Background: an optimization exercise with open tools, aiming at small area. Do not read the settings as production practice.
Only simulation tests tie the RTL to the original design; equivalence was not proved.

## flow/design.v (module list and top-level ports; edited modules follow where they fit)
// module priority_encoder: 21 lines
// module rca: 16 lines
// module ltcmp: 13 lines
// module fp_align: 25 lines
// module fp_addpath: 8 lines
// module fp_subpath: 16 lines
// module Addition_Subtraction: 22 lines
// module fp_addsub2_a: 16 lines
// module fp_addsub2_b: 23 lines
// module multiplication: 26 lines
// module mul24: 979 lines
// module bfly4_4_front: 9 lines
// module bfly4_4_mid: 10 lines
// module bfly4_4_back: 7 lines
// module fft_bfly: 29 lines
module fft_bfly(
    input             clk,
    input      [31:0] xr, xi, yr, yi,
    input      [31:0] wr, wi,
    output     [31:0] x0r, x0i, x1r, x1i
);
  // ...
==> flow/run.sh <==
#!/bin/bash
# synth_recipe.tcl (not shown) runs the flow's synth.tcl, then flattens the netlist and writes it again
# the make line also repeats each setting of config.mk as NAME=value (left out here)
make -C /OpenROAD-flow-scripts/flow DESIGN_CONFIG=/design/flow/config.mk WORK_HOME=/design/flow/orfs CLKGATE_MAP_FILE= SYNTH_SCRIPT=/design/flow/synth_recipe.tcl finish
==> flow/config.mk <==
export PLATFORM = sky130hd
export DESIGN_NAME = fft_bfly
export DESIGN_NICKNAME = fft_bfly
export VERILOG_FILES = /design/flow/design.v
export SDC_FILE = /design/flow/constraint.sdc
export NUM_CORES = 4
export LEC_CHECK = 0
export ABC_AREA = 1
export CAP_MARGIN = 20
export CORE_MARGIN = 2
export CORE_UTILIZATION = 50
export SLEW_MARGIN = 20
==> flow/constraint.sdc <==
create_clock -name core_clock -period 40.0 [get_ports {clk}]
set_input_delay 8.0000 -clock core_clock [delete_from_list [all_inputs] [get_ports {clk}]]
set_output_delay 8.0000 -clock core_clock [all_outputs]
set_load 0.01 [all_outputs]
==> summary.txt, run 1 <==
Run status
  – Outcome: timing/DRC/antenna clean

Logic synthesis
  – Adder-Cell Fraction of Synth Area: 35.1%
  – Most instantiated library cell after synthesis: inv_1
  – Post-synthesis mux area share: 0.861%
  – Ys async rst share: 0%
  – EDFF count, synth: 0
  – Post-synthesis simple-gate area fraction: 17.5%
  – Commonest cells in the synthesized netlist: inv_1, nand2_1, xor2_1
  – Share of the synthesized area in the top cell type: 29.2%
  – Synthesized instance count: 12,356

Setup path
  – Crit path max-delay family: adder cells
  – CP Capture Point: sti_q[47]
  – Slowest CP cell: fa_1
  – Critical Path Most Common Cell: nand2_1
  – Worst setup EP type: flip-flop
  – R2R depth: 241

Layout
  – Area of the multi-input gates: 73,000 µm²
  – Design area: 96,600 µm²
  – Bufs w/o clock: 567
  – Commonest non-fill, non-tap cell in the layout: nand2_1
  – Util after Layout: 53.5%
  – Fraction of area in multi-input gates: 75.6%

Global route
  – Pin count of the biggest net entering global routing: 90
  – Routing usage on met2: 60.9%
  – Busiest grt layer: met2

Timing
  – Slew @ Worst Pin: 1.10 ns
  – Slew Limit Headroom: 26.8%

Floorplanning
  – DIE HEIGHT: 430 µm
  – N_taps: 2,370

Detailed routing
  – Routed Antenna Nets: 0
  – Met3 wire len: 34,600 µm
  – Average wire per cell in the routed design: 24.8 µm
  – Met2 WL: 160,000 µm

Clock network
  – TritonCTS clock tree: done
  – Worst-Skew Late Latency: 0.60 ns
  – Buffer depth of the longest clock path: 3
  – Root buffer cell: clkbuf_16

Hold path
  – Hold endpoint: sti_q[60]
==> module ltcmp, before the edit <==
module ltcmp #(parameter W = 31) (
    input  [W-1:0] a,
    input  [W-1:0] b,
    output         lt
);
wire [W:0] c;
assign c[0] = 1'b0;
genvar i;
generate for (i = 0; i < W; i = i + 1) begin : bit_
    assign c[i+1] = (~a[i] & b[i]) | (c[i] & ~(a[i] ^ b[i]));
end endgenerate
assign lt = c[W];
endmodule
==> module fp_addsub2_a, before the edit <==
module fp_addsub2_a(
    input  [31:0] t,
    input  [31:0] x,
    output [61:0] st
);
wire        c, z, exc;
wire [7:0]  ea;
wire [23:0] siga, sh;
fp_align u_al(.a(t[30:0]), .b(x[30:0]), .swap(c), .ea(ea),
              .siga(siga), .sh(sh), .z(z), .exc(exc));
wire [23:0] ss, ds;
wire        sc, dc;
rca #(24) u_add(.a(siga), .b(sh), .cin(1'b0), .s(ss), .cout(sc));
rca #(24) u_sub(.a(siga), .b(~sh), .cin(~z), .s(ds), .cout(dc));
assign st = {t[31], x[31], c, exc, z, ea, sc, ss, ds};
endmodule
==> module fp_addsub2_b, before the edit <==
module fp_addsub2_b(
    input  [61:0] st,
    output [31:0] x0,
    output [31:0] x1
);
wire        ts  = st[61];
wire        xs  = st[60];
wire        c   = st[59];
wire        exc = st[58];
wire        z   = st[57];
wire [7:0]  ea  = st[56:49];
wire [24:0] s   = st[48:24];
wire [23:0] ds  = st[23:0];
wire [30:0] ra, rs;
wire eq;
fp_addpath u_ap(.ea(ea), .s(s), .r(ra));
fp_subpath u_sp(.ea(ea), .d(ds ^ {24{z}}), .hold(z), .r(rs), .dzero(eq));
wire es0   = ts ^ xs;
wire sign0 = c ? xs : ts;
wire sign1 = (~c & ~eq) ? ~ts : xs;
assign x0 = exc ? 32'd0 : {sign0, es0 ? rs : ra};
assign x1 = exc ? 32'd0 : {sign1, es0 ? ra : rs};
endmodule
==> module bfly4_4_mid, before the edit <==
module bfly4_4_mid(
    input  [31:0] xr, xi, p1, p2, p3, p4,
    output [61:0] str, sti
);
wire [31:0] t1, t2;
Addition_Subtraction u_t1(p1, p2, 1'b1, t1);
Addition_Subtraction u_t2(p3, p4, 1'b0, t2);
fp_addsub2_a u_r(.t(t1), .x(xr), .st(str));
fp_addsub2_a u_i(.t(t2), .x(xi), .st(sti));
endmodule
==> module bfly4_4_back, before the edit <==
module bfly4_4_back(
    input  [61:0] str, sti,
    output [31:0] x0r, x0i, x1r, x1i
);
fp_addsub2_b u_r(.st(str), .x0(x0r), .x1(x1r));
fp_addsub2_b u_i(.st(sti), .x0(x0i), .x1(x1i));
endmodule
==> module fft_bfly, before the edit <==
module fft_bfly(
    input             clk,
    input      [31:0] xr, xi, yr, yi,
    input      [31:0] wr, wi,
    output     [31:0] x0r, x0i, x1r, x1i
);
wire [31:0] p1_d, p2_d, p3_d, p4_d;
reg  [31:0] xr_q, xi_q, p1_q, p2_q, p3_q, p4_q;
wire [61:0] str_d, sti_d;
reg  [61:0] str_q, sti_q;
bfly4_4_front u_front(.yr(yr), .yi(yi), .wr(wr), .wi(wi),
                      .p1(p1_d), .p2(p2_d), .p3(p3_d), .p4(p4_d));
always @(posedge clk) begin
    xr_q <= xr;
    xi_q <= xi;
    p1_q <= p1_d;
    p2_q <= p2_d;
    p3_q <= p3_d;
    p4_q <= p4_d;
end
bfly4_4_mid u_mid(.xr(xr_q), .xi(xi_q), .p1(p1_q), .p2(p2_q), .p3(p3_q), .p4(p4_q),
                  .str(str_d), .sti(sti_d));
always @(posedge clk) begin
    str_q <= str_d;
    sti_q <= sti_d;
end
bfly4_4_back u_back(.str(str_q), .sti(sti_q),
                    .x0r(x0r), .x0i(x0i), .x1r(x1r), .x1i(x1i));
endmodule
==> run 2: changes to the inputs <==
--- a/flow/design.v
+++ b/flow/design.v
@@ -44,7 +44,7 @@
 assign c[0] = 1'b0;
 genvar i;
 generate for (i = 0; i < W; i = i + 1) begin : bit_
-    assign c[i+1] = (~a[i] & b[i]) | (c[i] & ~(a[i] ^ b[i]));
+    assign c[i+1] = a[i] ? (b[i] & c[i]) : (b[i] | c[i]);
 end endgenerate
 assign lt = c[W];
 endmodule
@@ -122,35 +122,35 @@
 module fp_addsub2_a(
     input  [31:0] t,
     input  [31:0] x,
-    output [61:0] st
+    output [60:0] st
 );
 wire        c, z, exc;
 wire [7:0]  ea;
 wire [23:0] siga, sh;
 fp_align u_al(.a(t[30:0]), .b(x[30:0]), .swap(c), .ea(ea),
               .siga(siga), .sh(sh), .z(z), .exc(exc));
-wire [23:0] ss, ds;
-wire        sc, dc;
-rca #(24) u_add(.a(siga), .b(sh), .cin(1'b0), .s(ss), .cout(sc));
-rca #(24) u_sub(.a(siga), .b(~sh), .cin(~z), .s(ds), .cout(dc));
-assign st = {t[31], x[31], c, exc, z, ea, sc, ss, ds};
+assign st = {t[31], x[31], c, exc, z, ea, siga, sh};
 endmodule
 module fp_addsub2_b(
-    input  [61:0] st,
+    input  [60:0] st,
     output [31:0] x0,
     output [31:0] x1
 );
-wire        ts  = st[61];
-wire        xs  = st[60];
-wire        c   = st[59];
-wire        exc = st[58];
-wire        z   = st[57];
-wire [7:0]  ea  = st[56:49];
-wire [24:0] s   = st[48:24];
-wire [23:0] ds  = st[23:0];
+wire        ts   = st[60];
+wire        xs   = st[59];
+wire        c    = st[58];
+wire        exc  = st[57];
+wire        z    = st[56];
+wire [7:0]  ea   = st[55:48];
+wire [23:0] siga = st[47:24];
+wire [23:0] sh   = st[23:0];
+wire [23:0] ss, ds;
+wire        sc, dc;
+rca #(24) u_add(.a(siga), .b(sh), .cin(1'b0), .s(ss), .cout(sc));
+rca #(24) u_sub(.a(siga), .b(~sh), .cin(~z), .s(ds), .cout(dc));
 wire [30:0] ra, rs;
 wire eq;
-fp_addpath u_ap(.ea(ea), .s(s), .r(ra));
+fp_addpath u_ap(.ea(ea), .s({sc, ss}), .r(ra));
 fp_subpath u_sp(.ea(ea), .d(ds ^ {24{z}}), .hold(z), .r(rs), .dzero(eq));
 wire es0   = ts ^ xs;
 wire sign0 = c ? xs : ts;
@@ -1174,7 +1174,7 @@
 endmodule
 module bfly4_4_mid(
     input  [31:0] xr, xi, p1, p2, p3, p4,
-    output [61:0] str, sti
+    output [60:0] str, sti
 );
 wire [31:0] t1, t2;
 Addition_Subtraction u_t1(p1, p2, 1'b1, t1);
@@ -1183,7 +1183,7 @@
 fp_addsub2_a u_i(.t(t2), .x(xi), .st(sti));
 endmodule
 module bfly4_4_back(
-    input  [61:0] str, sti,
+    input  [60:0] str, sti,
     output [31:0] x0r, x0i, x1r, x1i
 );
 fp_addsub2_b u_r(.st(str), .x0(x0r), .x1(x1r));
@@ -1197,8 +1197,8 @@
 );
 wire [31:0] p1_d, p2_d, p3_d, p4_d;
 reg  [31:0] xr_q, xi_q, p1_q, p2_q, p3_q, p4_q;
-wire [61:0] str_d, sti_d;
-reg  [61:0] str_q, sti_q;
+wire [60:0] str_d, sti_d;
+reg  [60:0] str_q, sti_q;
 bfly4_4_front u_front(.yr(yr), .yi(yi), .wr(wr), .wi(wi),
                       .p1(p1_d), .p2(p2_d), .p3(p3_d), .p4(p4_d));
 always @(posedge clk) begin
==> flow/flow/run.sh (new file) <==
#!/bin/bash
# Own layout flow: the standard flow (standard.sh) with two changes to
# synthesis, neither of which touches the registers:
#  1. ABC maps the logic with an area-oriented script (flow/area.abc) in place
#     of ORFS's; the synthesis script is otherwise synth_recipe.tcl unchanged.
#  2. flow/fapol.py then chooses each full adder's polarity (a full adder
#     with all inputs inverted gives both outputs inverted) so that fewer
#     inverters sit between the adders, and the layout continues from that
#     netlist.
# Each step writes its full output to a log file of its own in this folder.
set -euo pipefail
W=$(pwd)
F=$W/flow
R=$W/orfs/results/$FLOW_PLATFORM/fft_bfly/base

{ head -n 1 synth_recipe.tcl; cat "$F/abc_override.tcl"; tail -n +2 synth_recipe.tcl; } > "$W/own_synth.tcl"
sed -e "s#SYNTH_SCRIPT=[^ ]*#SYNTH_SCRIPT=$W/own_synth.tcl#" standard.sh > "$W/own.sh"
grep -q "SYNTH_SCRIPT=$W/own_synth.tcl" "$W/own.sh"
export OWN_ABC_SCRIPT=$F/area.abc

bash "$W/own.sh" synth > "$W/log_1_synth.log" 2>&1

cp "$R/1_2_yosys.v" "$W/1_2_yosys.before_fapol.v"
python3 "$F/fapol.py" "$W/1_2_yosys.before_fapol.v" "$W/1_2_yosys.fapol.v" > "$W/log_2_fapol.log" 2>&1
cp "$W/1_2_yosys.fapol.v" "$R/1_2_yosys.v"
touch "$R/1_2_yosys.v"

bash "$W/own.sh" finish > "$W/log_3_layout.log" 2>&1
test -f "$W/out/final.def"
==> flow/flow/abc_override.tcl (new file) <==
# Map with flow/area.abc instead of the script ORFS picks; all else as given.
proc abc {args} {
  set i [lsearch -exact $args -script]
  if { $i >= 0 && [info exists ::env(OWN_ABC_SCRIPT)] } {
    lset args [expr {$i + 1}] $::env(OWN_ABC_SCRIPT)
  }
  yosys abc {*}$args
}
==> flow/flow/area.abc (new file) <==
strash
dch -f
amap
topo
stime -c
buffer -c
dnsize -c
==> flow/flow/fapol.py (new file) <==
#!/usr/bin/env python3
"""Choose the polarity of each full adder in a flat sky130 netlist so as to
need fewer inverters around it. A full adder is self-dual: with all three
inputs inverted its sum and carry come out inverted. Rewrites the netlist in
place, keeping every register and port as it is.

usage: fapol.py IN.v OUT.v
"""
import re
import sys

PFX = "sky130_fd_sc_hd__"
OUT_PINS = {"X", "Y", "Q", "Q_N", "SUM", "COUT", "HI", "LO"}
INV_TYPES = {PFX + "inv_1"}
FA_TYPES = {PFX + "fa_1"}

src = open(sys.argv[1]).read()
m = re.search(r"^  " + PFX, src, re.M)
head, body = src[:m.start()], src[m.start():]
tail_i = body.rindex("endmodule")
body, tail = body[:tail_i], body[tail_i:]
cell_re = re.compile(r"  (" + PFX + r"\w+) (\\\S+ |\S+) \((.*?)\n  \);\n", re.S)
pin_re = re.compile(r"\.(\w+)\(([^()]*)\)")

cells = {}      # name -> [type, {pin: net}]
order = []
pos = 0
for cm in cell_re.finditer(body):
    assert body[pos:cm.start()].strip() == "", body[pos:cm.start()][:200]
    pos = cm.end()
    typ, name, pins = cm.group(1), cm.group(2), cm.group(3)
    cells[name] = [typ, {p: n.strip() for p, n in pin_re.findall(pins)}]
    order.append(name)
assert body[pos:].strip() == ""

ports = set()
for pm in re.finditer(r"^\s*(input|output)\s+(\[[^\]]*\]\s*)?(\S+);", head, re.M):
    ports.add(pm.group(3))

def is_port(net):
    return net.split("[")[0].strip() in ports

drv = {}
loads = {}
def add_conn(name, pin, net):
    if pin in OUT_PINS:
        drv[net] = (name, pin)
    else:
        loads.setdefault(net, set()).add((name, pin))
def del_conn(name, pin, net):
    if pin in OUT_PINS:
        if drv.get(net) == (name, pin):
            del drv[net]
    else:
        loads[net].discard((name, pin))
for name in order:
    typ, pins = cells[name]
    for p, n in pins.items():
        add_conn(name, p, n)

inv_of = {}     # net -> inverter cell whose input it is
for name in order:
    if cells[name][0] in INV_TYPES:
        inv_of.setdefault(cells[name][1]["A"], name)

counter = [0]
new_wires = []
def new_net():
    counter[0] += 1
    n = f"_fp{counter[0]}_"
    new_wires.append(n)
    return n

def connect(name, pin, net):
    old = cells[name][1].get(pin)
    if old is not None:
        del_conn(name, pin, old)
    cells[name][1][pin] = net
    add_conn(name, pin, net)

def remove_cell(name):
    typ, pins = cells.pop(name)
    for p, n in pins.items():
        del_conn(name, p, n)
    if typ in INV_TYPES and inv_of.get(pins["A"]) == name:
        del inv_of[pins["A"]]
        for other, (t2, p2) in cells.items():
            if t2 in INV_TYPES and p2["A"] == pins["A"]:
                inv_of[pins["A"]] = other
                break

def add_inv(a, y):
    counter[0] += 1
    name = f"_fpinv{counter[0]}_"
    cells[name] = [PFX + "inv_1", {}]
    order.append(name)
    connect(name, "A", a)
    connect(name, "Y", y)
    inv_of.setdefault(a, name)
    return name

def driver_inv_input(net):
    d = drv.get(net)
    if d and cells[d[0]][0] in INV_TYPES:
        return cells[d[0]][1]["A"]
    return None

def inverted(net):
    """A net carrying ~net, made with a new inverter if none exists."""
    m = driver_inv_input(net)
    if m is not None:
        return m
    if net in inv_of:
        return cells[inv_of[net]][1]["Y"]
    y = new_net()
    add_inv(net, y)
    return y

def gain(f):
    pins = cells[f][1]
    g = 0
    for p in ("A", "B", "CIN"):
        n = pins[p]
        if driver_inv_input(n) is not None:
            if len(loads.get(n, ())) == 1 and not is_port(n):
                g += 1
        elif n not in inv_of:
            g -= 1
    for p in ("COUT", "SUM"):
        o = pins[p]
        other = 0
        for (c, cp) in loads.get(o, ()):
            if cells[c][0] in INV_TYPES and not is_port(cells[c][1]["Y"]):
                g += 1
            else:
                other += 1
        if other or is_port(o):
            g -= 1
    return g

def flip(f):
    pins = cells[f][1]
    for p in ("A", "B", "CIN"):
        connect(f, p, inverted(pins[p]))
    for p in ("COUT", "SUM"):
        o = pins[p]
        o2 = new_net()
        connect(f, p, o2)
        for (c, cp) in list(loads.get(o, ())):
            if c in cells and cells[c][0] in INV_TYPES and not is_port(cells[c][1]["Y"]):
                r = cells[c][1]["Y"]
                remove_cell(c)
                for (c2, p2) in list(loads.get(r, ())):
                    connect(c2, p2, o2)
        if loads.get(o) or is_port(o):
            add_inv(o2, o)
    # drop inverters left without loads
    for p in ("A", "B", "CIN"):
        pass
    changed = True
    while changed:
        changed = False
        for name in list(cells):
            if name in cells and cells[name][0] in INV_TYPES:
                y = cells[name][1]["Y"]
                if not loads.get(y) and not is_port(y):
                    remove_cell(name)
                    changed = True

def count_inv():
    return sum(1 for c in cells.values() if c[0] in INV_TYPES)

before = count_inv()
for it in range(20):
    flips = 0
    for f in [n for n in order if n in cells and cells[n][0] in FA_TYPES]:
        if gain(f) > 0:
            flip(f)
            flips += 1
    sys.stderr.write(f"pass {it}: {flips} flips, {count_inv()} inverters\n")
    if not flips:
        break
sys.stderr.write(f"inverters: {before} -> {count_inv()}\n")

out = [head]
for w in new_wires:
    if any(w in p.values() for _, p in [cells[c] for c in cells if True][:0]):
        pass
used = set()
for c in cells.values():
    used.update(c[1].values())
for w in new_wires:
    if w in used:
        out.append(f"  wire {w};\n")
for name in order:
    if name not in cells:
        continue
    typ, pins = cells[name]
    conns = ",\n".join(f"    .{p}({n} )" if n.startswith("\\") else f"    .{p}({n})"
                        for p, n in pins.items())
    out.append(f"  {typ} {name.strip()}{' ' if name.startswith(chr(92)) else ''} (\n{conns}\n  );\n")
out.append(tail)
open(sys.argv[2], "w").write("".join(out))
==> flow/standard.sh (new file) <==
#!/bin/bash
# synth_recipe.tcl (not shown) runs the flow's synth.tcl, then flattens the netlist and writes it again
# the make line also repeats each setting of config.mk as NAME=value (left out here)
make -C /OpenROAD-flow-scripts/flow DESIGN_CONFIG=/design/flow/config.mk WORK_HOME=/design/flow/orfs CLKGATE_MAP_FILE= SYNTH_SCRIPT=/design/flow/synth_recipe.tcl "${@:-finish}"
removed: flow/run.sh
==> run 2 against run 1 <==
Effect of this change: still clean; non-clock buffer count up 7; worst setup slack better by 0.53 ns; utilization up 0.19 points; clock skew up 0.0039 ns; worst hold slack better by 0.0037 ns; sequential share of layout area up 0.65 points.
==> summary.txt, run 2 <==
Floorplanning
  – Starting density of the core: 50.3%
  – Die W: 409 µm
  – Core Area: 163,000 µm²
  – Row count: 148
  – Num ports: 321
  – Die ar.: 167,000 µm²
  – DIE HEIGHT: 409 µm (-5.0%)

Global route
  – GR Util All Layers: 40.3%
  – Grt ovf: 0
  – Global-route wire length before repair: 517,000 µm
  – Vias in the first global route: 82,829
  – Initial antenna violation count: 10
  – Pin count of the biggest net entering global routing: 113 (+26%)

Hold path
  – Hold_sp: xi_q[31]
  – Hold endpoint: sti_q[59]
  – Hold depth: 0
  – Hold Crit Class: reg -> reg

Layout
  – Util after Layout: 53.7% (+0.19 points)
  – Commonest non-fill, non-tap cell in the layout: o22ai_1
  – Share of cells above drive strength 1: 4.79%
  – Area delta synth->final: 6.76%
  – Layout Cells excl Fill: 12,851
  – Nets: 12,451
  – Biggest regs: sti_q: 61 flops, str_q: 61 flops
  – Commonest cells after routing, fill and taps aside: o22ai_1, nor2_1, fa_1

Detailed routing
  – Pre-Repair DR Iteration Count: 9
  – Routed vias: 86,436
  – Average wire per cell in the routed design: 27.1 µm (+9.2%)
  – DRC Markers: 0
  – Initial drt markers: 10,431
  – Routed Antenna Nets: 0 (unchanged)
  – Post-Route WL: 349,000 µm
  – Vias per std cell: 6.73

Clock network
  – CTS buffer count: 36
  – CTS Sinks: 314
  – Worst-Skew Late Latency: 0.59 ns (about the same)
  – H-Tree Depth: 2
  – Hold_buf cts: 0
  – Clock-pin slew on the worst setup and hold paths: 0.06 ns
  – Buffer depth of the longest clock path: 3 (unchanged)
  – Root buffer cell: clkbuf_16
  – TritonCTS clock tree: done

Setup path
  – Worst reg2reg setup slack: 3.24 ns
  – Worst Path Class, Setup: reg -> reg
  – WP data required: 40.52 ns
  – Critical Path Max Stage Delay: 0.51 ns
  – Crit path DAT: 37.28 ns
  – Worst setup EP type: flip-flop
  – Slowest CP cell: inv_1
  – Startpoint types: flip-flop
  – FF-to-FF Start: p3_q[1]
  – Critical R2R Capture: sti_q[56]
  – Worst-path fanout max: 64
  – R2R depth: 199 (-17%)
  – Critical Path Most Common Cell: a21oi_1

Timing
  – Final Setup Violations: 0
  – Slew @ Worst Pin: 1.06 ns (-0.0326 ns)
  – Final setup TNS: 0 ns
  – Fin. Hold Viols: 0
  – Min Tclk post-route: 36.76 ns
  – Slew Limit Headroom: 27.2% (+0.44 points)
  – Worst Skew: 0.0290 ns
  – Pins over their slew limit: 0
  – Post-route clock period utilization: 91.9%
  – RSZ-0062 raised after global routing: false
  – Max frequency: 0.0272 GHz

Logic synthesis
  – Synthesized instance count: 11,071 (-10%)
  – Synthesized area per cell: 7.40 µm²
  – Syn Nets: 12,888
  – Synth warn: 1
  – Post-Synthesis Cell Area: 81,900 µm²

Place
  – Routability cong.: 0.999
  – PortBufs: 320
  – Post-DP HPWL: 250,000 µm
  – Cells after DPL: 12,766

Run status
  – Outcome: timing/DRC/antenna clean

Run
  – MaxCap Viol Count: 0
## run 2: changes by cell type in the layout (fill, tap and decap cells not counted), sizes merged, moves of 673 or more
cell	change
xor2	-1334
nand2	-1366
nor2	+982
inv	-1096
nand3	-673
a21oi	+854
o22ai	+804
## run 2: through the flow
stage          hold slack, ns  setup slack [ns]  instance area, µm²
6_report                0.327              3.24               87400
5_1_grt                 0.334           0.00345               87400
4_1_cts                 0.328              2.79               87300
3_5_place_dp            0.312              2.91               86100
3_3_place_gp            0.319              2.76               86100
2_1_floorplan           0.310              6.91               81900
## run 2: worst max-delay path by stage
stage	start	end	slack, ns	cells past startpoint
4_1_cts	p1_q[1]	str_q[56]	2.79	218
2_1_floorplan	yi[1]	p2_q[10]	6.91	78
6_report	p3_q[1]	sti_q[56]	3.24	199
5_1_grt	p1_q[1]	str_q[56]	0.003	217
3_5_place_dp	p1_q[1]	str_q[56]	2.91	216
3_3_place_gp	p1_q[1]	str_q[56]	2.76	217
## run 2: final cells by class
cell class,count,area [µm²]
Antenna cell,19,47.5
Clock buffer,40,947
Clock inverter,21,250
Fill cell,15562,75400
Inverter,1034,3890
Multi-Input combinational cell,8674,68200
Sequential cell,314,6290
Tap cell,2175,2720
Timing Repair Buffer,574,5040
## run 2: what timing repair did
item                       in CTS  in global routing
setup endpoints to repair       0                 49
gates resized for setup         0                 12
setup buffers                   0                  4
## run 2: critical path, delay by kind of cell (launching register included)
kind | cells | cell delay [ns]
compound gates | 110 | 13.38
fa+ha+maj | 36 | 11.36
buf+inv | 16 | 4.36
flops | 1 | 0.36
simple gates | 37 | 7.13
## run 2: routing by layer
metal  track usage, %  part of all wire [%]  wire, µm  vias up
li1                 -                     -         -    38491
met4             25.1                   7.3     25300        2
met5                0                0.0052        18        -
met3             8.46                    11     38200     1320
met2             62.9                    44    154000     5981
met1             51.1                    37    131000    40642
==> run 3: changes to the inputs <==
==> flow/flow/run.sh (replaced) <==
#!/bin/bash
# Own layout flow: the standard flow (standard.sh) with changes to
# synthesis only, none of which touches the registers:
#  1. ABC maps the logic with an area-oriented script (flow/area.abc) in place
#     of ORFS's; the synthesis script is otherwise synth_recipe.tcl unchanged.
#  2. flow/fapol.py chooses each full adder's polarity (a full adder with all
#     inputs inverted gives both outputs inverted) so that fewer inverters sit
#     between the adders and the registers.
#  3. Yosys maps the logic between the full/half adders and the registers
#     again with ABC (flow/area.abc), folding the inverters left next to logic
#     gates into them.
#  If step 2 or 3 fails, the layout goes on from the netlist of step 1.
# Each step writes its full output to a log file of its own in this folder.
set -euo pipefail
W=$(pwd)
F=$W/flow
R=$W/orfs/results/$FLOW_PLATFORM/fft_bfly/base
L=$W/orfs/logs/$FLOW_PLATFORM/fft_bfly/base
LIB=$FLOW_HOME/platforms/$FLOW_PLATFORM/lib/sky130_fd_sc_hd__tt_025C_1v80.lib

{ head -n 1 synth_recipe.tcl; cat "$F/abc_override.tcl"; tail -n +2 synth_recipe.tcl; } > "$W/own_synth.tcl"
sed -e "s#SYNTH_SCRIPT=[^ ]*#SYNTH_SCRIPT=$W/own_synth.tcl#" standard.sh > "$W/own.sh"
grep -q "SYNTH_SCRIPT=$W/own_synth.tcl" "$W/own.sh"
export OWN_ABC_SCRIPT=$F/area.abc

bash "$W/own.sh" synth > "$W/log_1_synth.log" 2>&1
cp "$R/1_2_yosys.v" "$W/netlist_1_synth.v"

post() {
  python3 "$F/fapol.py" "$W/netlist_1_synth.v" "$W/netlist_2_fapol.v" > "$W/log_2_fapol.log" 2>&1
  DONT_USE=$(grep -m1 '^abc -script' "$L/1_2_yosys.log" | grep -o -- '-dont_use [^ ]*' | tr '\n' ' ')
  cat > "$W/resyn.ys" <<EOY
read_liberty -ignore_miss_func $LIB
blackbox sky130_fd_sc_hd__fa_1 sky130_fd_sc_hd__ha_1 sky130_fd_sc_hd__conb_1 sky130_fd_sc_hd__dfxtp_1
read_verilog $W/netlist_2_fapol.v
hierarchy -top $FLOW_TOP
flatten
opt_clean
rename -hide w:*.*
abc -liberty $LIB $DONT_USE -script $F/area.abc -D $(awk "BEGIN{print $FLOW_PERIOD_NS*1000}")
opt_clean -purge
stat -liberty $LIB
write_verilog -noattr -noexpr -nohex -nodec $W/netlist_3_resyn.v
EOY
  yosys -l "$W/log_3_resyn.log" -q "$W/resyn.ys" > /dev/null 2>&1
  # the registers must be the same cells with the same names as before
  diff <(grep -o 'sky130_fd_sc_hd__df[a-z0-9_]* [^ ]*' "$W/netlist_1_synth.v" | sort) \
       <(grep -o 'sky130_fd_sc_hd__df[a-z0-9_]* [^ ]*' "$W/netlist_3_resyn.v" | sort) > "$W/log_3_regs.log"
  grep -q 'sky130_fd_sc_hd__fa_1' "$W/netlist_3_resyn.v"
  cp "$W/netlist_3_resyn.v" "$R/1_2_yosys.v"
}
if post; then echo "post-synthesis steps: done" > "$W/log_post.log"
else echo "post-synthesis steps failed: layout of the step 1 netlist" > "$W/log_post.log"
     cp "$W/netlist_1_synth.v" "$R/1_2_yosys.v"; fi
touch "$R/1_2_yosys.v"

bash "$W/own.sh" finish > "$W/log_4_layout.log" 2>&1
test -f "$W/out/final.def"
--- a/flow/flow/fapol.py
+++ b/flow/flow/fapol.py
@@ -58,10 +58,12 @@
     for p, n in pins.items():
         add_conn(name, p, n)
 
-inv_of = {}     # net -> inverter cell whose input it is
-for name in order:
-    if cells[name][0] in INV_TYPES:
-        inv_of.setdefault(cells[name][1]["A"], name)
+def inv_of(net):
+    """An inverter cell whose input is net, or None."""
+    for c, p in loads.get(net, ()):
+        if p == "A" and cells[c][0] in INV_TYPES:
+            return c
+    return None
 
 counter = [0]
 new_wires = []
@@ -71,32 +73,33 @@
     new_wires.append(n)
     return n
 
+journal = None
+
 def connect(name, pin, net):
     old = cells[name][1].get(pin)
+    if journal is not None:
+        journal.append(("conn", name, pin, old))
     if old is not None:
         del_conn(name, pin, old)
     cells[name][1][pin] = net
     add_conn(name, pin, net)
 
 def remove_cell(name):
+    if journal is not None:
+        journal.append(("del", name, cells[name][0], dict(cells[name][1])))
     typ, pins = cells.pop(name)
     for p, n in pins.items():
         del_conn(name, p, n)
-    if typ in INV_TYPES and inv_of.get(pins["A"]) == name:
-        del inv_of[pins["A"]]
-        for other, (t2, p2) in cells.items():
-            if t2 in INV_TYPES and p2["A"] == pins["A"]:
-                inv_of[pins["A"]] = other
-                break
 
 def add_inv(a, y):
     counter[0] += 1
     name = f"_fpinv{counter[0]}_"
+    if journal is not None:
+        journal.append(("add", name))
     cells[name] = [PFX + "inv_1", {}]
     order.append(name)
     connect(name, "A", a)
     connect(name, "Y", y)
-    inv_of.setdefault(a, name)
     return name
 
 def driver_inv_input(net):
@@ -110,8 +113,9 @@
     m = driver_inv_input(net)
     if m is not None:
         return m
-    if net in inv_of:
-        return cells[inv_of[net]][1]["Y"]
+    i = inv_of(net)
+    if i is not None:
+        return cells[i][1]["Y"]
     y = new_net()
     add_inv(net, y)
     return y
@@ -124,7 +128,7 @@
         if driver_inv_input(n) is not None:
             if len(loads.get(n, ())) == 1 and not is_port(n):
                 g += 1
-        elif n not in inv_of:
+        elif inv_of(n) is None:
             g -= 1
     for p in ("COUT", "SUM"):
         o = pins[p]
@@ -170,17 +174,92 @@
 def count_inv():
     return sum(1 for c in cells.values() if c[0] in INV_TYPES)
 
+BOX = {PFX + "fa_1", PFX + "ha_1", PFX + "conb_1"}
+def is_box(c):
+    t = cells[c][0]
+    return t in BOX or t.startswith(PFX + "df")
+
+def costly(inv):
+    """An inverter that resynthesis cannot fold into a neighbouring gate."""
+    a, y = cells[inv][1]["A"], cells[inv][1]["Y"]
+    d = drv.get(a)
+    if d is not None and not is_box(d[0]) and cells[d[0]][0] not in INV_TYPES:
+        return False
+    if is_port(y):
+        return True
+    return any(is_box(c) for c, p in loads.get(y, ()))
+
+def hood(f):
+    nets = set(cells[f][1].values())
+    invs = set()
+    for n in list(nets):
+        d = drv.get(n)
+        if d and cells[d[0]][0] in INV_TYPES:
+            invs.add(d[0])
+        for c, p in loads.get(n, ()):
+            if cells[c][0] in INV_TYPES:
+                invs.add(c)
+    for i in list(invs):
+        for n in cells[i][1].values():
+            d = drv.get(n)
+            if d and cells[d[0]][0] in INV_TYPES:
+                invs.add(d[0])
+            for c, p in loads.get(n, ()):
+                if cells[c][0] in INV_TYPES:
+                    invs.add(c)
+    return invs
+
+def local_cost(invs):
+    return sum(1 for i in invs if i in cells and costly(i))
+
+def rollback(j):
+    global journal
+    journal = None
+    for e in reversed(j):
+        if e[0] == "conn":
+            _, name, pin, old = e
+            cur = cells[name][1][pin]
+            del_conn(name, pin, cur)
+            if old is None:
+                del cells[name][1][pin]
+            else:
+                cells[name][1][pin] = old
+                add_conn(name, pin, old)
+        elif e[0] == "add":
+            name = e[1]
+            if name in cells:
+                for p, n in cells[name][1].items():
+                    del_conn(name, p, n)
+                del cells[name]
+        elif e[0] == "del":
+            _, name, typ, pins = e
+            cells[name] = [typ, dict(pins)]
+            for p, n in pins.items():
+                add_conn(name, p, n)
+
+def total_cost():
+    return sum(1 for c in list(cells) if cells[c][0] in INV_TYPES and costly(c))
+
 before = count_inv()
-for it in range(20):
+before_cost = total_cost()
+fas = [n for n in order if n in cells and cells[n][0] in FA_TYPES]
+for it in range(30):
     flips = 0
-    for f in [n for n in order if n in cells and cells[n][0] in FA_TYPES]:
-        if gain(f) > 0:
-            flip(f)
+    for f in fas:
+        h0 = hood(f)
+        c0 = local_cost(h0)
+        journal = []
+        flip(f)
+        j, journal = journal, None
+        c1 = local_cost(h0 | hood(f))
+        if c1 < c0:
             flips += 1
-    sys.stderr.write(f"pass {it}: {flips} flips, {count_inv()} inverters\n")
+        else:
+            rollback(j)
+    sys.stderr.write(f"pass {it}: {flips} flips, {count_inv()} inverters, {total_cost()} costly\n")
     if not flips:
         break
-sys.stderr.write(f"inverters: {before} -> {count_inv()}\n")
+sys.stderr.write(f"inverters: {before} -> {count_inv()}, costly {before_cost} -> {total_cost()}\n")
 
 out = [head]
 for w in new_wires:
==> run 3 against run 2 <==
Effect of this change: sequential cell count unchanged; register-to-register slack worse by 0.46 ns; area after synthesis down 0.80%; first-iteration DRC count is 4.9% higher; via count grew 0.36%; worst hold slack improved by 0.0038 ns; global-route usage grew 1.9 points; design area up 0.28%; clock-buffer cell count is 6 higher.
==> summary.txt, run 3 <==
Run status
  – Outcome: timing/DRC/antenna clean

Logic synthesis
  – Synthesized area per cell: 7.44 µm² (+0.61%)
  – Synth warn: 1 (unchanged)
  – Post-Synthesis Cell Area: 81,200 µm² (-0.80%)
  – Syn Nets: 12,733 (-1.2%)
  – Synthesized instance count: 10,916 (-1.4%)

Setup path
  – Slowest CP cell: or3b_2
  – Startpoint types: flip-flop
  – Worst Path Class, Setup: reg -> reg
  – Worst setup EP type: flip-flop
  – CP Launch Point: p3_q[2]
  – Buffers & Inverters on Critical Path: 15 (-1)
  – Crit path DAT: 37.72 ns (+0.44 ns)
  – Worst-path fanout max: 42 (-34%)
  – Worst reg2reg setup slack: 2.78 ns (-0.46 ns)
  – Crit path max-delay family: simple AND/OR/NAND/NOR gates
  – FF-to-FF Start: p3_q[2]
  – Critical Path Max Stage Delay: 0.53 ns (+0.02 ns)
  – Critical path depth in cells: 213 (+7.0%)
  – WP data required: 40.51 ns (about the same)
  – R2R depth: 213 (+7.0%)
  – Critical Path Most Common Cell: nand2_1

Hold path
  – Hold Crit Class: reg -> reg
  – Hold depth: 0 (unchanged)
  – Hold_sp: xi_q[31]

Clock network
  – Worst-Skew Late Latency: 0.59 ns (about the same)
  – CTS Sinks: 314 (unchanged)
  – TritonCTS clock tree: done
  – Clock-pin slew on the worst setup and hold paths: 0.07 ns (about the same)
  – Buffer depth of the longest clock path: 3 (unchanged)
  – Root buffer cell: clkbuf_16
  – H-Tree Depth: 2 (unchanged)
  – CTS buffer count: 34 (-5.6%)

Place
  – Place WS: 0.345 ns (-2.56 ns)
  – PortBufs: 320 (unchanged)
  – Post-DP HPWL: 260,000 µm (+4.1%)
  – Cells after DPL: 12,755 (-0.086%)
  – Routability cong.: 0.994 (-0.50%)

Layout
  – Nets: 12,474 (+0.18%)
  – Share of cells above drive strength 1: 5.43% (+0.64 points)
  – Commonest cells after routing, fill and taps aside: o22ai_1, nand2_1, fa_1
  – Biggest regs: sti_q: 61 flops, str_q: 61 flops
  – Area delta synth->final: 7.92%
  – Layout Cells excl Fill: 12,849 (-0.016%)
  – Commonest non-fill, non-tap cell in the layout: o22ai_1

Detailed routing
  – Post-Route WL: 359,000 µm (+3.0%)
  – Routed Antenna Nets: 0 (unchanged)
  – DRC Markers: 0 (unchanged)
  – Pre-Repair DR Iteration Count: 7 (-2)
  – Vias per std cell: 6.75 (+0.38%)
  – Routed vias: 86,750 (+0.36%)
  – Initial drt markers: 10,944 (+4.9%)
  – Average wire per cell in the routed design: 27.9 µm (+3.0%)

Floorplanning
  – Die W: 407 µm (-0.40%)
  – Core Area: 161,000 µm² (-1.1%)
  – Row count: 147 (-0.68%)
  – Die ar.: 166,000 µm² (-0.79%)
  – Num ports: 321 (unchanged)
  – DIE HEIGHT: 407 µm (-0.40%)
  – Starting density of the core: 50.5% (+0.17 points)

Timing
  – Fin. Hold Viols: 0 (unchanged)
  – Final setup TNS: 0 ns (unchanged)
  – Min Tclk post-route: 37.22 ns (+0.457 ns)
  – Post-route clock period utilization: 93.0% (+1.1 points)
  – Worst setup margin: 2.78 ns (-0.457 ns)
  – Slew @ Worst Pin: 1.18 ns (+0.111 ns)
  – Pins over their slew limit: 0 (unchanged)
  – Slew Limit Headroom: 20.8% (-6.4 points)
  – Max frequency: 0.0269 GHz (-1.2%)
  – Worst Skew: 0.0350 ns (+0.00597 ns)
  – Final Setup Violations: 0 (unchanged)

Global route
  – GR Util All Layers: 42.1% (+1.9 points)
  – Vias in the first global route: 83,106 (+0.33%)
  – Initial antenna violation count: 13 (+3)
  – Pin count of the biggest net entering global routing: 88 (-22%)
  – Global-route wire length before repair: 527,000 µm (+1.9%)
  – Grt ovf: 0 (unchanged)

Run
  – MaxCap Viol Count: 0 (unchanged)
## run 3: path summary, 6_finish.rpt
check / to
setup / recovery: sti_q[56]
hold / removal: sti_q[59]
setup reg to reg: sti_q[56]
hold reg to reg: sti_q[59]
## run 3: area by class of cell
class	count	area (µm²)
clock buffers	46	967
repair buffers	620	5470
repair inverters	6	35.0
fillers	15490	73300
clock inverters	14	156
well taps	2160	2700
diodes	8	20.0
multi-input cells	8817	68700
inverters	864	3290
flip-flops and latches	314	6290
## run 3: worst reg2reg max path: cells and delay by family (launching register included)
kind                     cells  cell delay, ns
adder cells (fa/ha/maj)     36           11.93
buffers and inverters       15            2.70
AO/OA/AOI/OAI               67            9.65
flip-flops                   1            0.33
AND/OR/NAND/NOR             95           12.56
## run 3: timing repair
| action | CTS | global route |
|---|---|---|
| setup buffers | 0 | 20 |
| hold buffers | 0 | 0 |
| resized for setup | 0 | 51 |
| setup endpoints to repair | 0 | 50 |
## run 3: per-layer routing
layer / track usage, % / vias up / part of all wire [%]
met1: 51.3 / 40895 / 36
met2: 65.7 / 5962 / 44
met3: 10.7 / 1531 / 12
met5: 0 / - / 0.033
met4: 28.8 / 18 / 8.2
li1: - / 38344 / -
## run 3: stage by stage
| stage | util (%) | instance area, µm² | hold slack [ns] |
|---|---|---|---|
| 6_report | 54.5 | 87700 | 0.331 |
| 5_1_grt | 54.5 | 87600 | 0.342 |
| 4_1_cts | 54.2 | 87300 | 0.330 |
| 3_5_place_dp | 53.5 | 86200 | 0.314 |
| 3_3_place_gp | 53.5 | 86200 | 0.311 |
| 2_1_floorplan | - | 81200 | 0.310 |
==> run 4: changes to the inputs <==
==> flow/flow/run.sh (replaced) <==
#!/bin/bash
# Own layout flow: the standard flow (standard.sh) with changes to
# synthesis, none of which touches the registers, and a smaller port buffer:
#  1. ABC maps the logic with an area-oriented script (flow/area.abc) in place
#     of ORFS's; the synthesis script is otherwise synth_recipe.tcl unchanged.
#  2. flow/fapol.py chooses each full adder's polarity (a full adder with all
#     inputs inverted gives both outputs inverted) so that fewer inverters sit
#     between the adders and the registers.
#  3. Yosys maps the logic between the full/half adders and the registers
#     again with ABC (flow/area.abc), folding the inverters left next to logic
#     gates into them. This is repeated a few times on its own result; the
#     netlist with the least cell area is kept.
#  If step 2 or 3 fails, the layout goes on from the netlist of step 1.
#  4. The layout: standard.sh, with every input and output port buffered by
#     sky130_fd_sc_hd__buf_1 (BUFFER_PORTS_ARGS).
# Each step writes its full output to a log file of its own in this folder.
set -euo pipefail
W=$(pwd)
F=$W/flow
R=$W/orfs/results/$FLOW_PLATFORM/fft_bfly/base
L=$W/orfs/logs/$FLOW_PLATFORM/fft_bfly/base
LIB=$FLOW_HOME/platforms/$FLOW_PLATFORM/lib/sky130_fd_sc_hd__tt_025C_1v80.lib

{ head -n 1 synth_recipe.tcl; cat "$F/abc_override.tcl"; tail -n +2 synth_recipe.tcl; } > "$W/own_synth.tcl"
sed -e "s#SYNTH_SCRIPT=[^ ]*#SYNTH_SCRIPT=$W/own_synth.tcl#" standard.sh > "$W/own.sh"
grep -q "SYNTH_SCRIPT=$W/own_synth.tcl" "$W/own.sh"
export OWN_ABC_SCRIPT=$F/area.abc

bash "$W/own.sh" synth > "$W/log_1_synth.log" 2>&1
cp "$R/1_2_yosys.v" "$W/netlist_1_synth.v"

post() {
  python3 "$F/fapol.py" "$W/netlist_1_synth.v" "$W/netlist_2_fapol.v" > "$W/log_2_fapol.log" 2>&1 || return 1
  DONT_USE=$(grep -m1 '^abc -script' "$L/1_2_yosys.log" | grep -o -- '-dont_use [^ ]*' | tr '\n' ' ')
  D_PS=$(awk "BEGIN{print $FLOW_PERIOD_NS*1000}")
  prev=$W/netlist_2_fapol.v
  best=""; best_area=""
  for i in 1 2 3 4; do
    cat > "$W/resyn_$i.ys" <<EOY
read_liberty -ignore_miss_func $LIB
blackbox sky130_fd_sc_hd__fa_1 sky130_fd_sc_hd__ha_1 sky130_fd_sc_hd__conb_1 sky130_fd_sc_hd__dfxtp_1
read_verilog $prev
hierarchy -top $FLOW_TOP
flatten
opt_clean
rename -hide w:*.*
abc -liberty $LIB $DONT_USE -script $F/area.abc -D $D_PS
opt_clean -purge
tee -o $W/resyn_$i.area stat -liberty $LIB
write_verilog -noattr -noexpr -nohex -nodec $W/netlist_3_resyn_$i.v
EOY
    yosys -l "$W/log_3_resyn_$i.log" -q "$W/resyn_$i.ys" > /dev/null 2>&1 || return 1
    area=$(grep -m1 'Chip area' "$W/resyn_$i.area" | awk '{print $NF}')
    echo "resynthesis $i: cell area $area" >> "$W/log_3_resyn.log"
    if [[ -z "$best" ]] || awk "BEGIN{exit !($area < $best_area)}"; then
      best=$W/netlist_3_resyn_$i.v; best_area=$area
    fi
    prev=$W/netlist_3_resyn_$i.v
  done
  echo "kept $best ($best_area)" >> "$W/log_3_resyn.log"
  # the registers must be the same cells with the same names as before
  diff <(grep -o 'sky130_fd_sc_hd__df[a-z0-9_]* [^ ]*' "$W/netlist_1_synth.v" | sort) \
       <(grep -o 'sky130_fd_sc_hd__df[a-z0-9_]* [^ ]*' "$best" | sort) > "$W/log_3_regs.log" || return 1
  grep -q 'sky130_fd_sc_hd__fa_1' "$best" || return 1
  cp "$best" "$R/1_2_yosys.v" || return 1
}
if post; then echo "post-synthesis steps: done" > "$W/log_post.log"
else echo "post-synthesis steps failed: layout of the step 1 netlist" > "$W/log_post.log"
     cp "$W/netlist_1_synth.v" "$R/1_2_yosys.v"; fi
touch "$R/1_2_yosys.v"

bash "$W/own.sh" "BUFFER_PORTS_ARGS=-buffer_cell sky130_fd_sc_hd__buf_1" finish > "$W/log_4_layout.log" 2>&1
test -f "$W/out/final.def"
==> run 4 against run 3 <==
Effect of this change: still clean; utilization is 1.5 points lower; die area is 1.5% lower; maximum frequency grew 1.1%.
==> summary.txt, run 4 <==
Run status
  – Outcome: timing/DRC/antenna clean

Place
  – Post-DP HPWL: 252,000 µm (-3.2%)
  – Place WS: 2.13 ns (+1.78 ns)
  – PortBufs: 320 (unchanged)
  – Routability cong.: 0.998 (+0.39%)

Detailed routing
  – Pre-Repair DR Iteration Count: 15 (+8)
  – Routed vias: 84,782 (-2.3%)
  – Post-Route WL: 348,000 µm (-3.2%)
  – Initial drt markers: 10,437 (-4.6%)
  – Routed Antenna Nets: 0 (unchanged)
  – Average wire per cell in the routed design: 27.6 µm (-1.2%)
  – DRC Markers: 0 (unchanged)
  – Vias per std cell: 6.73 (-0.29%)

Setup path
  – Worst Path Class, Setup: reg -> reg
  – WP data required: 40.49 ns (-0.02 ns)
  – Worst reg2reg setup slack: 3.19 ns (+0.41 ns)
  – Worst-path fanout max: 58 (+38%)
  – R2R depth: 205 (-3.8%)
  – Worst setup EP type: flip-flop
  – Critical Path Max Stage Delay: 0.58 ns (+0.05 ns)
  – Slowest CP cell: fa_1
  – CP Launch Point: p3_q[0]
  – Startpoint types: flip-flop
  – FF-to-FF Start: p3_q[0]
  – CP Capture Point: sti_q[56]
  – Critical R2R Capture: sti_q[56]
  – Crit path DAT: 37.30 ns (-0.42 ns)

Clock network
  – Root buffer cell: clkbuf_16
  – Hold_buf cts: 0 (unchanged)
  – TritonCTS clock tree: done
  – CTS buffer count: 34 (unchanged)
  – Clock-pin slew on the worst setup and hold paths: 0.06 ns (about the same)
  – CTS Sinks: 314 (unchanged)
  – Worst-Skew Late Latency: 0.58 ns (about the same)
  – Buffer depth of the longest clock path: 3 (unchanged)
  – H-Tree Depth: 2 (unchanged)

Floorplanning
  – DIE HEIGHT: 404 µm (-0.76%)
  – Row count: 146 (-0.68%)
  – Core Area: 159,000 µm² (-1.5%)
  – Starting density of the core: 50.4% (about the same)
  – Die ar.: 163,000 µm² (-1.5%)
  – Num ports: 321 (unchanged)
  – Die W: 404 µm (-0.76%)

Layout
  – Commonest non-fill, non-tap cell in the layout: o22ai_1
  – Share of cells above drive strength 1: 4.98% (-0.45 points)
  – Util after Layout: 53.0% (-1.5 points)
  – Biggest regs: sti_q: 61 flops, str_q: 61 flops
  – Commonest cells after routing, fill and taps aside: o22ai_1, nand2_1, o21ai_0
  – Area delta synth->final: 5.05%
  – Nets: 12,303 (-1.4%)

Global route
  – GR Util All Layers: 41.5% (-0.64 points)
  – Grt ovf: 0 (unchanged)
  – Pin count of the biggest net entering global routing: 92 (+4.5%)
  – Vias in the first global route: 81,448 (-2.0%)
  – Global-route wire length before repair: 514,000 µm (-2.4%)
  – Initial antenna violation count: 19 (+6)

Timing
  – Post-route clock period utilization: 92.0% (-1.0 points)
  – Final setup TNS: 0 ns (unchanged)
  – Slew @ Worst Pin: 1.11 ns (-0.0615 ns)
  – Pins over their slew limit: 0 (unchanged)
  – Worst setup margin: 3.19 ns (+0.408 ns)
  – Max frequency: 0.0272 GHz (+1.1%)
  – Worst Skew: 0.0318 ns (-0.00311 ns)
  – Fin. Hold Viols: 0 (unchanged)
  – RSZ-0062 raised after global routing: false
  – Fin Hold WS: 0.343 ns (+0.0119 ns)
  – Min Tclk post-route: 36.81 ns (-0.408 ns)
  – Slew Limit Headroom: 24.9% (+4.1 points)
  – Final Setup Violations: 0 (unchanged)

Logic synthesis
  – Synth warn: 1 (unchanged)
  – Synthesized area per cell: 7.43 µm² (-0.17%)
  – Synthesized instance count: 10,768 (-1.4%)
  – Post-Synthesis Cell Area: 80,000 µm² (-1.5%)
  – Syn Nets: 12,585 (-1.2%)

Hold path
  – Hold depth: 0 (unchanged)
  – Hold Crit Class: reg -> reg
  – Hold_sp: xr_q[31]

Run
  – MaxCap Viol Count: 0 (unchanged)
## run 4: cell types whose count changed in the layout (fill, tap and decap cells not counted), moves of 27 or more
cell / previous run / this run
nor2_1: 1075 / 1045
clkdlybuf4s50_1: 315 / 0
a21oi_1: 545 / 465
o211ai_1: 2 / 29
buf_4: 296 / 264
o21ai_0: 1276 / 1359
a22o_1: 58 / 10
buf_1: 0 / 314
o22a_1: 193 / 92
and2_1: 50 / 5
o22ai_1: 1726 / 1818
## run 4: what timing repair did
| item | 4_1_cts | 5_1_grt |
|---|---|---|
| buffers inserted | 0 | 3 |
| setup endpoints to repair | 0 | 50 |
| hold endpoints to repair | 0 | 0 |
| gates resized for setup | 0 | 29 |
## run 4: cell type report
class,count,area [µm²]
inverter,851,3220
sequential,314,6290
tap,2072,2590
clock buffer,44,940
fill,15584,74500
clock inverter,15,179
multi-input combinational,8696,67500
timing repair buffer,587,3230
timing repair inverter,2,10.0
antenna,13,32.5
## run 4: how the worst min path moves through the flow
stage / end / slack, ns
floorplan: sti_q[59] / 0.31
global placement: str_q[59] / 0.32
detailed placement: str_q[59] / 0.31
CTS: str_q[59] / 0.34
global route: str_q[59] / 0.35
finish: str_q[59] / 0.34
## run 4: metal layers
| metal | wire, µm | GRT usage (%) | up-vias |
|---|---|---|---|
| li1 | - | - | 37811 |
| met1 | 128000 | 51.7 | 39924 |
| met2 | 151000 | 64.2 | 5629 |
| met3 | 38600 | 8.99 | 1398 |
| met4 | 29400 | 29.0 | 20 |
| met5 | 117 | 0 | - |
## run 4: per-stage QoR
stage	instances	cell area, µm²
global placement	12516	82700
floorplan	10768	80000
global route	12582	84000
detailed placement	12517	82700
finish	12594	84000
CTS	12576	83800
## run 4: critical path: cells and delay by family, from the launching register on
kind | cells | cell delay, ns
adders and majority gates | 36 | 11.82
buffers and inverters | 14 | 3.59
AOI/OAI and AO/OA | 89 | 12.27
DFF | 1 | 0.30
and+or+nand+nor | 66 | 8.60
==> module Addition_Subtraction, before the edit <==
module Addition_Subtraction(
    input  [31:0] a_operand,
    input  [31:0] b_operand,
    input         AddBar_Sub,
    output [31:0] result
);
wire        swap, z, exc;
wire [7:0]  ea;
wire [23:0] siga, sh;
fp_align u_al(.a(a_operand[30:0]), .b(b_operand[30:0]), .swap(swap), .ea(ea),
              .siga(siga), .sh(sh), .z(z), .exc(exc));
wire es   = a_operand[31] ^ b_operand[31] ^ AddBar_Sub;
wire sign = swap ? (b_operand[31] ^ AddBar_Sub) : a_operand[31];
wire [23:0] xs;
wire        xc;
rca #(24) u_add(.a(siga), .b(sh ^ {24{es}}), .cin(es & ~z), .s(xs), .cout(xc));
wire [30:0] ra, rs;
wire dzero;
fp_addpath u_ap(.ea(ea), .s({xc, xs}), .r(ra));
fp_subpath u_sp(.ea(ea), .d(xs ^ {24{z}}), .hold(z), .r(rs), .dzero(dzero));
assign result = exc ? 32'd0 : {sign, es ? rs : ra};
endmodule
==> module multiplication, before the edit <==
module multiplication(
    input  [31:0] A,
    input  [31:0] B,
    output [31:0] Result
);
wire sign = A[31] ^ B[31];
wire exc  = (&A[30:23]) | (&B[30:23]);
wire ha   = |A[30:23];
wire hb   = |B[30:23];
wire [47:0] p;
mul24 u_mul(.a({ha, A[22:0]}), .b({hb, B[22:0]}), .p(p));
wire norm   = p[47];
wire sticky = |p[22:0];
wire [22:0] top = norm ? p[46:24] : p[45:23];
wire inc        = norm ? (p[23] & sticky) : p[22];
wire [22:0] mant = top + {22'd0, inc};
wire zero = ~exc & (&mant);
wire [9:0] T = {2'b00, A[30:23]} + {2'b00, B[30:23]} + 10'd385 + {9'd0, norm};
wire underflow = ~T[9];
wire overflow  = T[9] & T[8];
assign Result = underflow ? {sign, 31'd0} :
                overflow  ? {sign, 8'hff, 23'd0} :
                zero      ? {sign, 31'd0} :
                exc       ? 32'd0 :
                            {sign, T[7:0], mant};
endmodule
==> run 5: changes to the inputs <==
--- a/flow/design.v
+++ b/flow/design.v
@@ -113,11 +113,17 @@
 wire [23:0] xs;
 wire        xc;
 rca #(24) u_add(.a(siga), .b(sh ^ {24{es}}), .cin(es & ~z), .s(xs), .cout(xc));
-wire [30:0] ra, rs;
-wire dzero;
-fp_addpath u_ap(.ea(ea), .s({xc, xs}), .r(ra));
-fp_subpath u_sp(.ea(ea), .d(xs ^ {24{z}}), .hold(z), .r(rs), .dzero(dzero));
-assign result = exc ? 32'd0 : {sign, es ? rs : ra};
+wire        up = xc & ~es;
+wire [23:0] d  = up ? {1'b1, xs[23:1]} : (xs ^ {24{es & z}});
+wire [22:0] m;
+wire [4:0]  k;
+wire        dzero;
+priority_encoder u_pe(.d(d), .hold(~es | z), .m(m), .k(k), .zero(dzero));
+wire [7:0] kk = up ? 8'hff : {3'd0, k[4:3], k[2:0] & {3{~dzero}}};
+wire [7:0] e;
+wire unused_c;
+rca #(8) u_e(.a(ea), .b(~kk), .cin(1'b1), .s(e), .cout(unused_c));
+assign result = exc ? 32'd0 : {sign, e, m};
 endmodule
 module fp_addsub2_a(
     input  [31:0] t,
@@ -173,16 +179,22 @@
 wire sticky = |p[22:0];
 wire [22:0] top = norm ? p[46:24] : p[45:23];
 wire inc        = norm ? (p[23] & sticky) : p[22];
-wire [22:0] mant = top + {22'd0, inc};
-wire zero = ~exc & (&mant);
+wire [23:0] cy;
+assign cy[0] = inc;
+genvar g;
+generate for (g = 0; g < 23; g = g + 1) begin : rnd
+    assign cy[g+1] = top[g] & cy[g];
+end endgenerate
+wire [22:0] mant = top ^ cy[22:0];
+wire ones = (&top[22:1]) & (top[0] ^ inc);
+wire zero = ~exc & ones;
 wire [9:0] T = {2'b00, A[30:23]} + {2'b00, B[30:23]} + 10'd385 + {9'd0, norm};
 wire underflow = ~T[9];
 wire overflow  = T[9] & T[8];
-assign Result = underflow ? {sign, 31'd0} :
-                overflow  ? {sign, 8'hff, 23'd0} :
-                zero      ? {sign, 31'd0} :
-                exc       ? 32'd0 :
-                            {sign, T[7:0], mant};
+wire kill      = underflow | overflow | zero | exc;
+assign Result[31]    = sign & (underflow | overflow | ~exc);
+assign Result[30:23] = (overflow & ~underflow) ? 8'hff : (kill ? 8'd0 : T[7:0]);
+assign Result[22:0]  = kill ? 23'd0 : mant;
 endmodule
 module mul24(input [23:0] a, input [23:0] b, output [47:0] p);
 wire one_0 = b[0] ^ 1'b0;
==> run 5 against run 4 <==
Effect of this change: first-iteration DRC count down 3.8%; synthesized cell count down 3.5%; still clean; register-to-register slack worse by 0.10 ns; utilization about the same; global-route usage down 1.2 points; sequential share of layout area up 0.087 points; via count down 2.6%; highest routed layer unchanged; cell count down 3.3%.
==> summary.txt, run 5 <==
Run status
  – Outcome: timing/DRC/antenna clean

Floorplanning
  – Starting density of the core: 50.5% (about the same)
  – DIE HEIGHT: 402 µm (-0.55%)
  – Row count: 145 (-0.68%)
  – Die ar.: 161,000 µm² (-1.1%)
  – Num ports: 321 (unchanged)
  – Core Area: 157,000 µm² (-1.1%)
  – Die W: 402 µm (-0.55%)

Clock network
  – Buffer depth of the longest clock path: 3 (unchanged)
  – Hold_buf cts: 0 (unchanged)
  – Clock-pin slew on the worst setup and hold paths: 0.07 ns (about the same)
  – TritonCTS clock tree: done
  – Root buffer cell: clkbuf_16
  – CTS buffer count: 34 (unchanged)
  – Worst-Skew Late Latency: 0.56 ns (-0.02 ns)
  – H-Tree Depth: 2 (unchanged)
  – CTS Sinks: 314 (unchanged)

Logic synthesis
  – Synth warn: 1 (unchanged)
  – Synthesized area per cell: 7.61 µm² (+2.4%)
  – Syn Nets: 12,288 (-2.4%)
  – Post-Synthesis Cell Area: 79,100 µm² (-1.1%)
  – Synthesized instance count: 10,395 (-3.5%)

Place
  – Routability cong.: 0.992 (-0.51%)
  – Post-DP HPWL: 240,000 µm (-4.7%)
  – Placed Area: 81,600 µm² (-1.4%)
  – Cells after DPL: 12,089 (-3.4%)
  – PortBufs: 320 (unchanged)

Timing
  – Post-route clock period utilization: 92.3% (+0.25 points)
  – Max frequency: 0.0271 GHz (-0.27%)
  – Final Setup Violations: 0 (unchanged)
  – RSZ-0062 raised after global routing: true
  – Fin. Hold Viols: 0 (unchanged)
  – Final setup TNS: 0 ns (unchanged)
  – Worst Skew: 0.0266 ns (-0.00522 ns)
  – Min Tclk post-route: 36.91 ns (+0.101 ns)
  – Pins over their slew limit: 0 (unchanged)
  – Slew @ Worst Pin: 1.26 ns (+0.143 ns)
  – Slew Limit Headroom: 16.2% (-8.7 points)

Layout
  – Biggest regs: sti_q: 61 flops, str_q: 61 flops
  – Layout Cells excl Fill: 12,178 (-3.3%)
  – Area of the multi-input gates: 66,800 µm² (-1.1%)
  – Share of cells above drive strength 1: 4.68% (-0.30 points)
  – Register Area: 6290 µm² (about the same)
  – # fillers: 15,145 (-2.8%)
  – Design area: 83,000 µm² (-1.2%)
  – Commonest cells after routing, fill and taps aside: o22ai_1, fa_1, o21ai_0
  – Commonest non-fill, non-tap cell in the layout: o22ai_1
  – Nets: 11,975 (-2.7%)
  – Area delta synth->final: 4.98% (about the same)

Global route
  – Pin count of the biggest net entering global routing: 98 (+6.5%)
  – Vias in the first global route: 79,803 (-2.0%)
  – Busiest grt layer: met2
  – Initial antenna violation count: 19 (unchanged)
  – Routing usage on met1: 53.1% (+1.3 points)
  – Global-route wire length before repair: 500,000 µm (-2.6%)
  – M3 GR Usage: 10.3% (+1.3 points)
  – Grt ovf: 0 (unchanged)
  – GR Util All Layers: 40.3% (-1.2 points)
  – Routing usage on met2: 60.9% (-3.2 points)

Setup path
  – Worst reg2reg setup slack: 3.09 ns (-0.10 ns)
  – Worst setup EP type: flip-flop
  – Worst-path fanout max: 62 (+6.9%)
  – Crit path DAT: 37.34 ns (+0.04 ns)
  – Worst Path Class, Setup: reg -> reg
  – Startpoint types: flip-flop
  – Slowest CP cell: or4_1
  – Critical Path Most Common Cell: nor2_1
  – WP data required: 40.43 ns (-0.06 ns)
  – Critical Path Max Stage Delay: 0.52 ns (-0.06 ns)
  – R2R depth: 211 (+2.9%)

Detailed routing
  – Routed Antenna Nets: 0 (unchanged)
  – Average wire per cell in the routed design: 27.5 µm (-0.42%)
  – Vias per std cell: 6.78 (+0.73%)
  – Pre-Repair DR Iteration Count: 7 (-8)
  – Post-Route WL: 335,000 µm (-3.7%)
  – Initial drt markers: 10,040 (-3.8%)
  – Routed vias: 82,577 (-2.6%)
  – DRC Markers: 0 (unchanged)

Run
  – MaxCap Viol Count: 0 (unchanged)

Hold path
  – Hold depth: 0 (unchanged)
  – Hold Crit Class: reg -> reg
==> run 5: through the flow <==
stage | util, % | worst slack, ns | hold WS (ns)
3_3_place_gp | 52.0 | 1.30 | 0.318
2_1_floorplan | - | 5.95 | 0.310
5_1_grt | 53.0 | -0.0843 | 0.347
4_1_cts | 52.8 | 0.847 | 0.331
3_5_place_dp | 52.0 | 1.08 | 0.316
6_report | 53.0 | 3.09 | 0.329
==> run 5: path summary, 6_finish.rpt <==
check / startpoint / to
worst min-delay path: xr_q[31] / str_q[59]
worst max register to register: p3_q[1] / sti_q[56]
worst max-delay path: p3_q[1] / sti_q[56]
worst min register to register: xr_q[31] / str_q[59]
==> run 5: worst max-delay path: cells and delay by family (launching register included) <==
kind                     cells  cell delay (ns)
AO/OA/AOI/OAI               83            11.73
flip-flops                   1             0.30
adder cells (fa/ha/maj)     35            11.21
buffers and inverters       15             2.94
AND/OR/NAND/NOR             78            10.56
==> run 5: timing repair <==
item,in CTS,in global routing
buffers inserted,0,11
setup endpoints to repair,0,50
gates resized for setup,0,37
==> run 5: layout make-up <==
cell class	instances	area share, %
clock inverters	15	0.240
repair inverters	2	0.0121
repair buffers	572	3.77
multi-input cells	8374	80.5
well taps	2058	3.10
clock buffers	45	1.22
flip-flops and latches	314	7.57
inverters	784	3.57
diodes	14	0.0422
==> run 5: layer usage <==
metal | up-vias | part of all wire [%]
met1 | 39249 | 38
met5 | - | 0.050
met4 | 18 | 6.3
li1 | 36540 | -
met2 | 5689 | 43
met3 | 1081 | 13

[re-timing with driven ports]
In the flow no input, the clock included, has a driving cell. The finished layouts below were timed again as built, in two steps.
Step 1 sets driving cells, clkbuf_16 on the clock port and buf_2 on the other inputs (assumed; they add their load-dependent delay and slew).
Step 2 adds t to the input delays and takes it off the output delays; t is the mean of the earliest and latest rising clock arrival at the registers after step 1. Input paths then give back, and output paths get back, about the clock's delay inside the block.
Slacks: no drivers / after step 1 / after step 2; pairs: no drivers / after step 1.
| run | t, ns | setup WS [ns] | hold WS [ns] |
|---|---|---|---|
| run 1 | 0.659 | 2.711 / 2.711 / 2.711 | 0.323 / 0.323 / 0.323 |
| run 2 | 0.643 | 3.242 / 3.242 / 3.242 | 0.327 / 0.327 / 0.327 |
| run 3 | 0.643 | 2.785 / 2.785 / 2.785 | 0.331 / 0.331 / 0.331 |
| run 4 | 0.639 | 3.193 / 3.193 / 3.193 | 0.343 / 0.343 / 0.343 |
| run 5 | 0.613 | 3.092 / 3.092 / 3.092 | 0.329 / 0.329 / 0.329 |
After both steps every run listed still meets setup and hold.
